Context: an optimization exercise on an open-source flow, tuned for small area. The choices shown serve that exercise and are no tape-out recipe.
RTL that was checked went through simulation tests only; none was proved equivalent to the original.
Power and IR drop assume default switching activity.

==> run a <==
==> flow/design.v <==
module rca #(parameter N = 8) (a, b, ci, s, co);
input  [N-1:0] a, b;
input          ci;
output [N-1:0] s;
output         co;
wire   [N:0]   c;
assign c[0] = ci;
genvar i;
generate for (i = 0; i < N; i = i + 1) begin : g
	assign s[i]   = a[i] ^ b[i] ^ c[i];
	assign c[i+1] = (a[i] & b[i]) | (c[i] & (a[i] ^ b[i]));
end endgenerate
assign co = c[N];
endmodule
module csa #(parameter N = 8) (a, b, c, s, cy);
input  [N-1:0] a, b, c;
output [N-1:0] s, cy;
assign s  = a ^ b ^ c;
assign cy = (a & b) | (c & (a ^ b));
endmodule
module inc #(parameter N = 8) (a, ci, s);
input  [N-1:0] a;
input          ci;
output [N-1:0] s;
wire   [N:0]   c;
assign c[0] = ci;
genvar i;
generate for (i = 0; i < N; i = i + 1) begin : g
	assign s[i]   = a[i] ^ c[i];
	assign c[i+1] = a[i] & c[i];
end endgenerate
endmodule
module ecg_tbase (clk, rst, spi, tick, tick_rise);
input  clk, rst;
output spi, tick, tick_rise;
reg [5:0] tb;
always @(posedge clk)
	if (rst) tb <= 6'd0;
	else     tb <= (tb == 6'd50) ? 6'd1 : tb + 6'd1;
assign spi  = (tb == 6'd10) | (tb == 6'd20) | (tb == 6'd30) |
              (tb == 6'd40) | (tb == 6'd50);
assign tick = (tb >= 6'd25) & (tb <= 6'd49);
assign tick_rise = (tb == 6'd25);
endmodule
module ecg_filt (clk, rst, sample_clk, adc_va, L);
input         clk, rst, sample_clk;
input  [13:0] adc_va;
output [19:0] L;
reg s_old;
wire ev = sample_clk & ~s_old;
reg  [19:0] Hb, Y, L, M;
reg  [10:0] Tb;
reg         hc;
wire [19:0] nvs = ~{{12{adc_va[13]}}, adc_va[13:6]};
wire [19:0] s1, c1, s2, c2;
csa #(20) u_h1 (.a(Y), .b(Hb), .c({adc_va, 6'b000001}), .s(s1), .cy(c1));
csa #(20) u_h2 (.a(s1), .b({c1[18:0], 1'b1}), .c(nvs), .s(s2), .cy(c2));
wire [13:0] Hn_lo;
wire [5:0]  Hn_hi;
wire        c14;
rca #(14) u_hlo (.a(s2[13:0]), .b({c2[12:0], 1'b0}), .ci(1'b0), .s(Hn_lo), .co(c14));
rca #(6)  u_hhi (.a(s2[19:14]), .b(c2[18:13]), .ci(1'b0), .s(Hn_hi), .co());
wire [5:0]  Hb_fix = Hb[19:14] - {5'd0, hc};
wire [19:0] Yn;
rca #(20) u_yn (.a(Y), .b({{11{Hb[19]}}, Hb[19:11]}), .ci(1'b1), .s(Yn), .co());
wire [13:0] z1, zc, Z;
csa #(14) u_z1 (.a({{2{L[19]}}, L[19:8]}), .b({{3{Tb[10]}}, Tb}), .c({{3{Hb[19]}}, Hb[19:9]}), .s(z1), .cy(zc));
rca #(14) u_z2 (.a(z1), .b({zc[12:0], 1'b1}), .ci(1'b1), .s(Z), .co());
wire [19:0] Mn;
rca #(20) u_mn (.a(L), .b(~{{6{Z[13]}}, Z}), .ci(1'b1), .s(Mn), .co());
always @(posedge clk)
	if (rst) begin
		s_old <= 1'b0; hc <= 1'b0;
		Hb <= 20'hfffff; Y <= 20'd0;
		L <= 20'd0; M <= 20'd0; Tb <= 11'h7ff;
	end else begin
		s_old <= sample_clk;
		hc <= ev & c14;
		if (ev)
			Hb <= ~{Hn_hi, Hn_lo};
		else
			Hb[19:14] <= Hb_fix;
		if (ev) begin
			Y <= Yn;
			L <= M;
			M <= Mn;
			Tb <= Hb[19:9];
		end
	end
endmodule
module ecg_beat (clk, rst, L, adc_vb, mono, bp);
input         clk, rst;
input  [19:0] L;
input  [13:0] adc_vb;
output        mono, bp;
wire [13:0] ca = {~L[19], L[18:6]};
wire [13:0] cb = {adc_vb[13], ~adc_vb[12:0]};
wire [14:0] cc;
assign cc[0] = |L[5:0];
genvar i;
generate for (i = 0; i < 14; i = i + 1) begin : g_cmp
	assign cc[i+1] = (ca[i] & cb[i]) | (cc[i] & (ca[i] | cb[i]));
end endgenerate
wire gt = cc[14];
reg overthr, ot_old, mono_old, bp;
reg  [12:0] mc;
wire mz   = (mc[11:0] == 12'd0);
wire trig = overthr & ~ot_old;
assign mono = mc[12] | ~mz;
always @(posedge clk)
	if (rst) begin
		overthr <= 1'b0; ot_old <= 1'b0; mono_old <= 1'b0;
		bp <= 1'b0; mc <= 13'd0;
	end else begin
		overthr <= gt;
		ot_old <= overthr;
		if (mz)
			mc <= trig ? 13'd3184 : 13'd0;
		else
			mc <= {mc[11:0], mc[12] ^ mc[3] ^ mc[2] ^ mc[0]};
		mono_old <= mono;
		if (mono & ~mono_old) bp <= ~bp;
	end
endmodule
module ecg_pcnt (clk, rst, clr, cedge, pc);
input         clk, rst, clr, cedge;
output [15:0] pc;
reg pend;
reg [7:0] c1, c2;
wire [7:0] c1n, c2n;
inc #(8) u_c1 (.a(c1), .ci(cedge), .s(c1n));
inc #(8) u_c2 (.a(c2), .ci(pend), .s(c2n));
always @(posedge clk)
	if (rst | clr) begin
		pend <= 1'b0; c1 <= 8'd0; c2 <= 8'd0;
	end else begin
		pend <= cedge & (&c1);
		c1 <= c1n;
		c2 <= c2n;
	end
assign pc = {c2, c1};
endmodule
module ecg_hrdiv (clk, rst, hev, pc, hr_bcd);
input         clk, rst, hev;
input  [15:0] pc;
output [11:0] hr_bcd;
reg [15:0] bper, mb;
reg [1:0]  qh, hh;
reg [3:0]  qt, qu, ht, hu;
reg        busy;
wire [15:0] mbx = hev ? ~16'd60000 : mb;
wire [15:0] dsum;
wire        brw;
rca #(16) u_div (.a(mbx), .b(bper), .ci(1'b0), .s(dsum), .co(brw));
wire [1:0] xh = hev ? 2'd0 : qh;
wire [3:0] xt = hev ? 4'd0 : qt;
wire [3:0] xu = hev ? 4'd0 : qu;
wire u9   = (xu == 4'd9);
wire t9   = (xt == 4'd9);
wire w255 = (xh == 2'd2) & (xt == 4'd5) & (xu == 4'd5);
wire act = hev | busy;
always @(posedge clk) begin
	if (hev) bper <= pc;
	mb <= dsum;
	busy <= act & ~brw;
	if (w255) begin
		qh <= 2'd0; qt <= 4'd0; qu <= 4'd0;
	end else begin
		qu <= u9 ? 4'd0 : xu + 4'd1;
		qt <= u9 ? (t9 ? 4'd0 : xt + 4'd1) : xt;
		qh <= (u9 & t9) ? xh + 2'd1 : xh;
	end
end
always @(posedge clk)
	if (rst) begin
		hh <= 2'd0; ht <= 4'd0; hu <= 4'd0;
	end else if (act & brw) begin
		hh <= xh; ht <= xt; hu <= xu;
	end
assign hr_bcd = {2'b00, hh, ht, hu};
endmodule
module ecg_hr (clk, rst, sample_clk, adc_va, adc_vb,
               spi_sck, dac_a, beat, led, hr_bcd);
input         clk;
input         rst;
input         sample_clk;
input  [13:0] adc_va;
input  [13:0] adc_vb;
output        spi_sck;
output [11:0] dac_a;
output        beat;
output [7:0]  led;
output [11:0] hr_bcd;
wire tick, tick_rise, mono, bp;
wire [19:0] L;
wire [15:0] pc;
ecg_tbase u_tb (.clk(clk), .rst(rst), .spi(spi_sck), .tick(tick), .tick_rise(tick_rise));
ecg_filt  u_f  (.clk(clk), .rst(rst), .sample_clk(sample_clk), .adc_va(adc_va), .L(L));
ecg_beat  u_b  (.clk(clk), .rst(rst), .L(L), .adc_vb(adc_vb), .mono(mono), .bp(bp));
reg nbp_old;
always @(posedge clk)
	if (rst) nbp_old <= 1'b0;
	else     nbp_old <= ~bp;
wire hev = ~bp & ~nbp_old;
wire cedge = bp & (tick_rise | (tick & nbp_old));
ecg_pcnt  u_pc (.clk(clk), .rst(rst), .clr(~mono & ~bp), .cedge(cedge), .pc(pc));
ecg_hrdiv u_hr (.clk(clk), .rst(rst), .hev(hev), .pc(pc), .hr_bcd(hr_bcd));
assign dac_a = {~L[19], L[18:8]};
assign beat  = mono;
assign led   = pc[9:2];
endmodule
==> flow/flow/run.sh <==
#!/bin/bash
# Layout flow: the standard synthesis and layout, with small port buffers
# (buf_1) and a clock tree of clkbuf_4/clkbuf_8 cells without dummy loads.
set -euo pipefail
bash standard.sh synth > synth.log 2>&1
bash standard.sh \
  "BUFFER_PORTS_ARGS=-buffer_cell sky130_fd_sc_hd__buf_1" \
  "CTS_ARGS=-sink_clustering_enable -repair_clock_nets -dont_use_dummy_load -buf_list {sky130_fd_sc_hd__clkbuf_4 sky130_fd_sc_hd__clkbuf_8}" \
  finish > layout.log 2>&1
==> flow/standard.sh <==
#!/bin/bash
# synth_recipe.tcl (not shown) runs the flow's synth.tcl, then flattens the netlist and writes it again
# the make line also repeats each setting of config.mk as NAME=value (left out here)
make -C /OpenROAD-flow-scripts/flow DESIGN_CONFIG=/design/flow/config.mk WORK_HOME=/design/flow/orfs CLKGATE_MAP_FILE= SYNTH_SCRIPT=/design/flow/synth_recipe.tcl "${@:-finish}"
==> flow/config.mk <==
export PLATFORM = sky130hd
export DESIGN_NAME = ecg_hr
export DESIGN_NICKNAME = ecg_hr
export VERILOG_FILES = /design/flow/design.v
export SDC_FILE = /design/flow/constraint.sdc
export NUM_CORES = 4
export LEC_CHECK = 0
export CAP_MARGIN = 20
export CORE_MARGIN = 2
export CORE_UTILIZATION = 40
export SLEW_MARGIN = 20
==> flow/constraint.sdc <==
create_clock -name core_clock -period 10.0 [get_ports {clk}]
set_input_delay 2.0000 -clock core_clock [delete_from_list [all_inputs] [get_ports {clk}]]
set_output_delay 2.0000 -clock core_clock [all_outputs]
set_load 0.01 [all_outputs]
==> run b: changes against run a <==
==> flow/design.v, changed modules only <==
module ecg_filt (clk, rst, sample_clk, adc_va, L);
input         clk, rst, sample_clk;
input  [13:0] adc_va;
output [19:0] L;
reg s_old;
wire ev = sample_clk & ~s_old;
reg  [19:0] Hb, Y, Lb, Mb;
reg  [10:0] Tb;
reg         hc;
wire [19:0] nvs = ~{{12{adc_va[13]}}, adc_va[13:6]};
wire [19:0] s1, c1, s2, c2;
csa #(20) u_h1 (.a(Y), .b(Hb), .c({adc_va, 6'b000001}), .s(s1), .cy(c1));
csa #(20) u_h2 (.a(s1), .b({c1[18:0], 1'b1}), .c(nvs), .s(s2), .cy(c2));
wire [13:0] Hn_lo;
wire [5:0]  Hn_hi;
wire        c14;
rca #(14) u_hlo (.a(s2[13:0]), .b({c2[12:0], 1'b0}), .ci(1'b0), .s(Hn_lo), .co(c14));
rca #(6)  u_hhi (.a(s2[19:14]), .b(c2[18:13]), .ci(1'b0), .s(Hn_hi), .co());
wire [5:0]  Hb_fix = Hb[19:14] - {5'd0, hc};
wire [19:0] Yn;
rca #(20) u_yn (.a(Y), .b({{11{Hb[19]}}, Hb[19:11]}), .ci(1'b1), .s(Yn), .co());
wire [13:0] z1, zc, Z;
csa #(14) u_z1 (.a(~{{2{Lb[19]}}, Lb[19:8]}), .b({{3{Tb[10]}}, Tb}), .c({{3{Hb[19]}}, Hb[19:9]}), .s(z1), .cy(zc));
rca #(14) u_z2 (.a(z1), .b({zc[12:0], 1'b1}), .ci(1'b1), .s(Z), .co());
wire [19:0] Mbn;
rca #(20) u_mn (.a(Lb), .b({{6{Z[13]}}, Z}), .ci(1'b0), .s(Mbn), .co());
assign L = ~Lb;
always @(posedge clk)
	if (rst) begin
		s_old <= 1'b0; hc <= 1'b0;
		Hb <= 20'hfffff; Y <= 20'd0;
		Lb <= 20'hfffff; Mb <= 20'hfffff; Tb <= 11'h7ff;
	end else begin
		s_old <= sample_clk;
		hc <= ev & c14;
		if (ev)
			Hb <= ~{Hn_hi, Hn_lo};
		else
			Hb[19:14] <= Hb_fix;
		if (ev) begin
			Y <= Yn;
			Lb <= Mb;
			Mb <= Mbn;
			Tb <= Hb[19:9];
		end
	end
endmodule
--- a/flow/config.mk
+++ b/flow/config.mk
@@ -7,5 +7,7 @@
 export LEC_CHECK = 0
+export ABC_AREA = 1
 export CAP_MARGIN = 20
 export CORE_MARGIN = 2
-export CORE_UTILIZATION = 40
+export CORE_UTILIZATION = 70
+export PLACE_DENSITY = 0.8
 export SLEW_MARGIN = 20
==> qor summary <==
Total global routing track utilization: run b 25.4%; run a 15.0%
Global routing usage on met1: run b 31.8%; run a 20.8%
Total buffers and inverters traversed by the critical path: run b 1; run a 2
Power drawn by the sequential cells: run b 1.08 mW; run a 1.11 mW
Width of the die: run b 123 microns; run a 163 microns
Static power due to leakage: run b 4.72 nW; run a 4.41 nW
Top-area cell type share of the netlist area: run b 34.6%; run a 34.0%
Routed metal-1 wire length: run b 7410 microns; run a 8920 microns
Total via count after detailed routing: run b 6581; run a 6423
Int Pwr: run b 1.81 mW; run a 1.90 mW
Result of the run: run b finished clean; run a finished clean
Mapped Avg Cell Area: run b 9.69 sq um; run a 9.99 sq um
Site Rows: run b 43; run a 58
Synth Area in Compound Gates: run b 9.90%; run a 7.63%
The RTL of run a was laid out without a check of its function.

[static timing again, ports no longer ideal]
Ports are ideal in the flow. The routed layouts listed here were re-timed in OpenROAD.
Step 1, drivers: a clkbuf_16 drives clk and a buf_2 each remaining input, both assumed.
Step 2 times the ports against the registers' clock, not the clock port: input delays grow and output delays shrink by t, the midpoint of the rising clock arrivals with the driver on.
Slacks: no drivers / after step 1 / after step 2; pairs: no drivers / after step 1.
run | t (ns) | setup WS [ns] | slew at the worst register clock pin (ns) | worst slew at a driven data input, ns
run a | 0.487 | 0.548 / 0.548 / 0.548 | 0.12 / 0.12 | 0.03
run b | 0.492 | 0.597 / 0.597 / 0.597 | 0.10 / 0.10 | 0.04
After both steps every run listed still meets setup and hold.
